This is an optimization exercise on Yosys and OpenROAD, whose aim is small area and a short achievable clock period, not a production implementation. In this exercise RTL edits were held to simulation tests only and were not proved equivalent to the original.

==> lagoon: inputs <==
Design iir_filter, start of the top module:
module iir_filter(
    input clk,
    input rst,
    input signed [11:0] signal_i,
    output signed [11:0] signal_o
    );
Settings: LEC_CHECK=0, CAP_MARGIN=20, CORE_MARGIN=2, CORE_UTILIZATION=60, CTS_BUF_LIST=sky130_fd_sc_hd__clkbuf_4 sky130_fd_sc_hd__clkbuf_8, PLACE_DENSITY=0.8, SLEW_MARGIN=20, SYNTH_HIERARCHICAL=1; clock period 14.5 ns.
run.sh (not shown) runs the stock make flow with config.mk's settings and CLKGATE_MAP_FILE= SYNTH_SCRIPT=/design/flow/synth_recipe.tcl, a recipe that flattens the netlist after the stock synthesis.
==> fjord: changes against lagoon <==
--- a/flow/config.mk
+++ b/flow/config.mk
@@ -6,9 +6,9 @@
 export NUM_CORES = 4
 export LEC_CHECK = 0
-export CAP_MARGIN = 20
+export CAP_MARGIN = 0
 export CORE_MARGIN = 2
-export CORE_UTILIZATION = 60
+export CORE_UTILIZATION = 40
 export CTS_BUF_LIST = sky130_fd_sc_hd__clkbuf_4 sky130_fd_sc_hd__clkbuf_8
-export PLACE_DENSITY = 0.8
-export SLEW_MARGIN = 20
+export PLACE_DENSITY = 0.6
+export SLEW_MARGIN = 0
 export SYNTH_HIERARCHICAL = 1
==> notes <==
Sequential share of layout area: lagoon is higher than fjord (0.30 points). Between fjord and lagoon, the lower via count is in fjord (gap 4.3%, measured against lagoon). In synthesized cell count, lagoon and fjord do not differ. Routed wire length: fjord is lower than lagoon (3.9%).

========
==> inputs of try-yarrow <==
Another version of the RTL of iir_filter (not shown whole).
## iir_filter
module iir_filter(
    input clk,
    input rst,
    input signed [11:0] signal_i,
    output signed [11:0] signal_o
    );
make LEC_CHECK=0 ABC_AREA=1 CAP_MARGIN=20 CORE_MARGIN=2 CORE_UTILIZATION=40 CTS_BUF_LIST='sky130_fd_sc_hd__clkbuf_4 sky130_fd_sc_hd__clkbuf_8' PLACE_DENSITY=0.6 SLEW_MARGIN=20 SYNTH_HIERARCHICAL=1 finish   # period 14.5 ns
==> inputs of try-tundra, as changes to try-yarrow <==
--- a/flow/design.v
+++ b/flow/design.v
@@ -937,22 +937,21 @@
 wire rs_385, rs_386;
 assign rs_385 = rs_344 ^ rs_345;
 assign rs_386 = rs_344 | rs_345;
 wire [20:0] rn = {rs_384, rs_382, rs_380, rs_378, rs_376, rs_374, rs_372, rs_370, rs_368, rs_366, rs_364, rs_362, rs_360, rs_358, rs_356, rs_354, ~rs_352, ~rs_350, rs_348, rs_347, rs_305} + {~rs_385, rs_383, rs_381, rs_379, rs_377, rs_375, rs_373, rs_371, rs_369, rs_367, rs_365, rs_363, rs_361, rs_359, rs_357, rs_355, rs_353, ~rs_351, rs_349, 1'b0, 1'b1};
 always @(posedge clk or posedge rst) begin
     if (rst) begin
         y0 <= 12'h7ff; y1 <= 12'h7ff; y2 <= 12'h7ff; y3 <= 12'h7ff; y4 <= 12'h7ff;
         x1 <= 12'h800; x2 <= 12'h800; x3 <= 12'h800; x4 <= 12'h800; x5 <= 12'h800;
-        q <= 21'h12a910;
+        q <= 21'h12a910; r <= 21'h6c543;
     end else begin
         y0 <= {ysum[20], ~ysum[19:9]}; y1 <= y0; y2 <= y1; y3 <= y2; y4 <= y3;
         x1 <= {~signal_i[11], signal_i[10:0]}; x2 <= x1; x3 <= x2; x4 <= x3; x5 <= x4;
-        q <= qn;
+        q <= qn; r <= rn;
     end
 end
-always @(posedge clk) r <= rn;
 assign signal_o = {y0[11], ~y0[10:0]};
 endmodule
 module iir_fa(input a, input b, input c, output s, output co);
 assign s = a ^ b ^ c;
 assign co = (a & b) | (c & (a ^ b));
 endmodule
ABC_AREA = not set   (was 1)
CTS_CLUSTER_DIAMETER = 150   (was not set)
CTS_CLUSTER_SIZE = 40   (was not set)
==> qor summary <==
Critical path depth: try-yarrow 15; try-tundra 13
RD Place Congestion: try-yarrow 0.925; try-tundra 0.891
#MultiIn Comb: try-yarrow 1055; try-tundra 823
Die Footprint: try-yarrow 44400 um^2; try-tundra 42400 um^2
Vias after detailed routing: try-yarrow 10600; try-tundra 8652
Status: try-yarrow timing/DRC/antenna clean; try-tundra timing/DRC/antenna clean
Fmax: try-yarrow 0.171 GHz; try-tundra 0.159 GHz
Met3 Routed Length: try-yarrow 3200 um; try-tundra 2240 um
Xor/xnor cell area share of the yosys netlist: try-yarrow 0.0323; try-tundra 0.0338
Num tapcells: try-yarrow 539; try-tundra 525
Routed len/inst: try-yarrow 21.4 um; try-tundra 20.2 um
Data arrival at the endpoint of the critical path: try-yarrow 6.23 ns; try-tundra 6.66 ns
Flip-flop and latch share of the layout cell area: try-yarrow 0.218; try-tundra 0.234
Maximum net fanout on the critical path: try-yarrow 9; try-tundra 4
End of the critical path: try-yarrow r[16]$_DFF_P_; try-tundra y0[11]$_DFF_PP0_

========
==> build 44 <==
iir_filter with an RTL version that a note above also has.
==> flow/design.v (excerpt) <==
module iir_filter(
    input clk,
    input rst,
    input signed [11:0] signal_i,
    output signed [11:0] signal_o
    );
reg [11:0] y0, y1, y2, y3, y4;    
reg [11:0] x1, x2, x3, x4, x5;    
reg [20:0] q, r;
wire ws_1, ws_2;
iir_fa u_ws_1 (.a(x1[1]), .b(x1[8]), .c(y0[0]), .s(ws_1), .co(ws_2));
wire ws_3, ws_4;
iir_fa u_ws_3 (.a(x1[2]), .b(x1[9]), .c(y0[1]), .s(ws_3), .co(ws_4));
wire ws_5, ws_6;
iir_fa u_ws_5 (.a(x1[3]), .b(x1[10]), .c(y0[2]), .s(ws_5), .co(ws_6));
wire ws_7, ws_8;
iir_fa u_ws_7 (.a(x1[4]), .b(x1[11]), .c(y0[3]), .s(ws_7), .co(ws_8));
wire ws_9, ws_10;
iir_fa u_ws_9 (.a(x1[5]), .b(y0[4]), .c(y0[8]), .s(ws_9), .co(ws_10));
wire ws_11, ws_12;
iir_fa u_ws_11 (.a(x1[6]), .b(y0[5]), .c(y0[9]), .s(ws_11), .co(ws_12));
wire ws_13, ws_14;
iir_fa u_ws_13 (.a(x1[7]), .b(y0[6]), .c(y0[10]), .s(ws_13), .co(ws_14));
wire ws_15, ws_16;
iir_fa u_ws_15 (.a(x1[8]), .b(y0[7]), .c(y0[11]), .s(ws_15), .co(ws_16));
wire ws_17, ws_18;
iir_fa u_ws_17 (.a(x1[0]), .b(x1[7]), .c(y0[3]), .s(ws_17), .co(ws_18));
wire ws_19, ws_20;
iir_fa u_ws_19 (.a(y0[4]), .b(q[8]), .c(ws_1), .s(ws_19), .co(ws_20));
wire ws_21, ws_22;
iir_fa u_ws_21 (.a(y0[5]), .b(q[9]), .c(ws_2), .s(ws_21), .co(ws_22));
wire ws_23, ws_24;
iir_fa u_ws_23 (.a(y0[6]), .b(q[10]), .c(ws_4), .s(ws_23), .co(ws_24));
wire ws_25, ws_26;
iir_fa u_ws_25 (.a(y0[7]), .b(q[11]), .c(ws_6), .s(ws_25), .co(ws_26));
wire ws_27, ws_28;
iir_fa u_ws_27 (.a(q[12]), .b(ws_8), .c(ws_9), .s(ws_27), .co(ws_28));
wire ws_29, ws_30;
iir_fa u_ws_29 (.a(q[13]), .b(ws_10), .c(ws_11), .s(ws_29), .co(ws_30));
wire ws_31, ws_32;
iir_fa u_ws_31 (.a(q[14]), .b(ws_12), .c(ws_13), .s(ws_31), .co(ws_32));
wire ws_33, ws_34;
iir_fa u_ws_33 (.a(q[15]), .b(ws_14), .c(ws_15), .s(ws_33), .co(ws_34));
wire ws_35, ws_36;
iir_fa u_ws_35 (.a(x1[9]), .b(y0[8]), .c(q[16]), .s(ws_35), .co(ws_36));
wire ws_37, ws_38;
iir_fa u_ws_37 (.a(x1[10]), .b(y0[9]), .c(q[17]), .s(ws_37), .co(ws_38));
wire ws_39, ws_40;
iir_fa u_ws_39 (.a(x1[11]), .b(y0[10]), .c(q[18]), .s(ws_39), .co(ws_40));
wire ws_41, ws_42;
  ...
==> flow/config.mk <==
export PLATFORM = sky130hd
export DESIGN_NAME = iir_filter
export DESIGN_NICKNAME = iir_filter
export VERILOG_FILES = /design/flow/design.v
export SDC_FILE = /design/flow/constraint.sdc
export NUM_CORES = 4
export LEC_CHECK = 0
export CAP_MARGIN = 20
export CORE_MARGIN = 2
export CORE_UTILIZATION = 40
export PLACE_DENSITY = 0.6
export SLEW_MARGIN = 20
export SYNTH_HIERARCHICAL = 1
==> flow/constraint.sdc <==
create_clock -name core_clock -period 14.5 [get_ports {clk}]
set_input_delay 2.9000 -clock core_clock [delete_from_list [all_inputs] [get_ports {clk}]]
set_output_delay 2.9000 -clock core_clock [all_outputs]
set_load 0.01 [all_outputs]
==> trial 33: changes against build 44 <==
--- a/flow/config.mk
+++ b/flow/config.mk
@@ -8,6 +8,7 @@
 export CAP_MARGIN = 20
 export CORE_MARGIN = 2
 export CORE_UTILIZATION = 40
+export CTS_BUF_LIST = sky130_fd_sc_hd__clkbuf_4 sky130_fd_sc_hd__clkbuf_8
 export PLACE_DENSITY = 0.6
 export SLEW_MARGIN = 20
 export SYNTH_HIERARCHICAL = 1
==> key figures <==
Timing
  • Clk_skew: approximately 0.020 ns
  • Hold slack: roughly 0.34 ns
  • Slew HR: 35.1%

Outcome
  • Status: timing/DRC/antenna clean

Final layout
  • Fraction of cell area in non-clock buffers: 1.84%
  • Syn-to-layout area delta: 8.55%
  • Fraction of area in multi-input gates: 65.5%

Worst setup path
  • Worst R2R Setup Slack: around 8.5 ns

Drt
  • Wire per inst: about 20 µm
  • Iter 0 DRT Violations: 457
  • Total Wirelength: 34800 µm

GRT
  • Vias in the first global route: 10000
  • First-pass GRT wire length: slightly below 60000 µm
# the run above: trial 33

==> key figures <==
Drt
  • Wire per inst: 20.3 µm
  • Total Wirelength: approximately 35000 µm
  • Iter 0 DRT Violations: approximately 460

Final layout
  • Fraction of area in multi-input gates: 64.8%
  • Syn-to-layout area delta: 9.73%
  • Fraction of cell area in non-clock buffers: 1.82%

GRT
  • Vias in the first global route: 10100
  • Total GRT Usage: 18.9%

Timing
  • Hold slack: 0.346 ns

Outcome
  • Status: timing/DRC/antenna clean

Worst setup path
  • Worst R2R Setup Slack: 8.51 ns
# the run above: build 44

what the ideal ports hide:
No port has a modelled driver above. Below, the same layouts with a new extraction and two added sets of constraints.
Step 1 assumes that a clkbuf_16 drives the clock port and a buf_2 every other input.
Step 2 moves the port delays by t, midway between the first and last clock arrival at a register: inputs arrive t later, outputs are due t later. That takes back most of the time a late clock gives input paths.
a / b / c = ideal / step 1 / step 2; a / b = the first two.
| run | shift t [ns] | setup slack, ns | hold slack, ns | cell pins on the clock port's net |
|---|---|---|---|---|
| lagoon | 0.526 | 8.158 / 8.184 / 7.658 | 0.347 / 0.347 / 0.347 | 1 |
| fjord | 0.536 | 8.223 / 8.253 / 7.717 | 0.341 / 0.341 / 0.341 | 1 |
| try-yarrow | 0.520 | 8.647 / 8.647 / 8.501 | 0.359 / 0.359 / 0.359 | 1 |
| try-tundra | 0.536 | 8.223 / 8.253 / 7.717 | 0.341 / 0.341 / 0.341 | 1 |
| build 44 | 0.502 | 8.176 / 8.211 / 7.709 | 0.346 / 0.346 / 0.346 | 1 |
| trial 33 | 0.536 | 8.223 / 8.253 / 7.717 | 0.341 / 0.341 / 0.341 | 1 |
After both steps setup and hold are still met in every run listed.
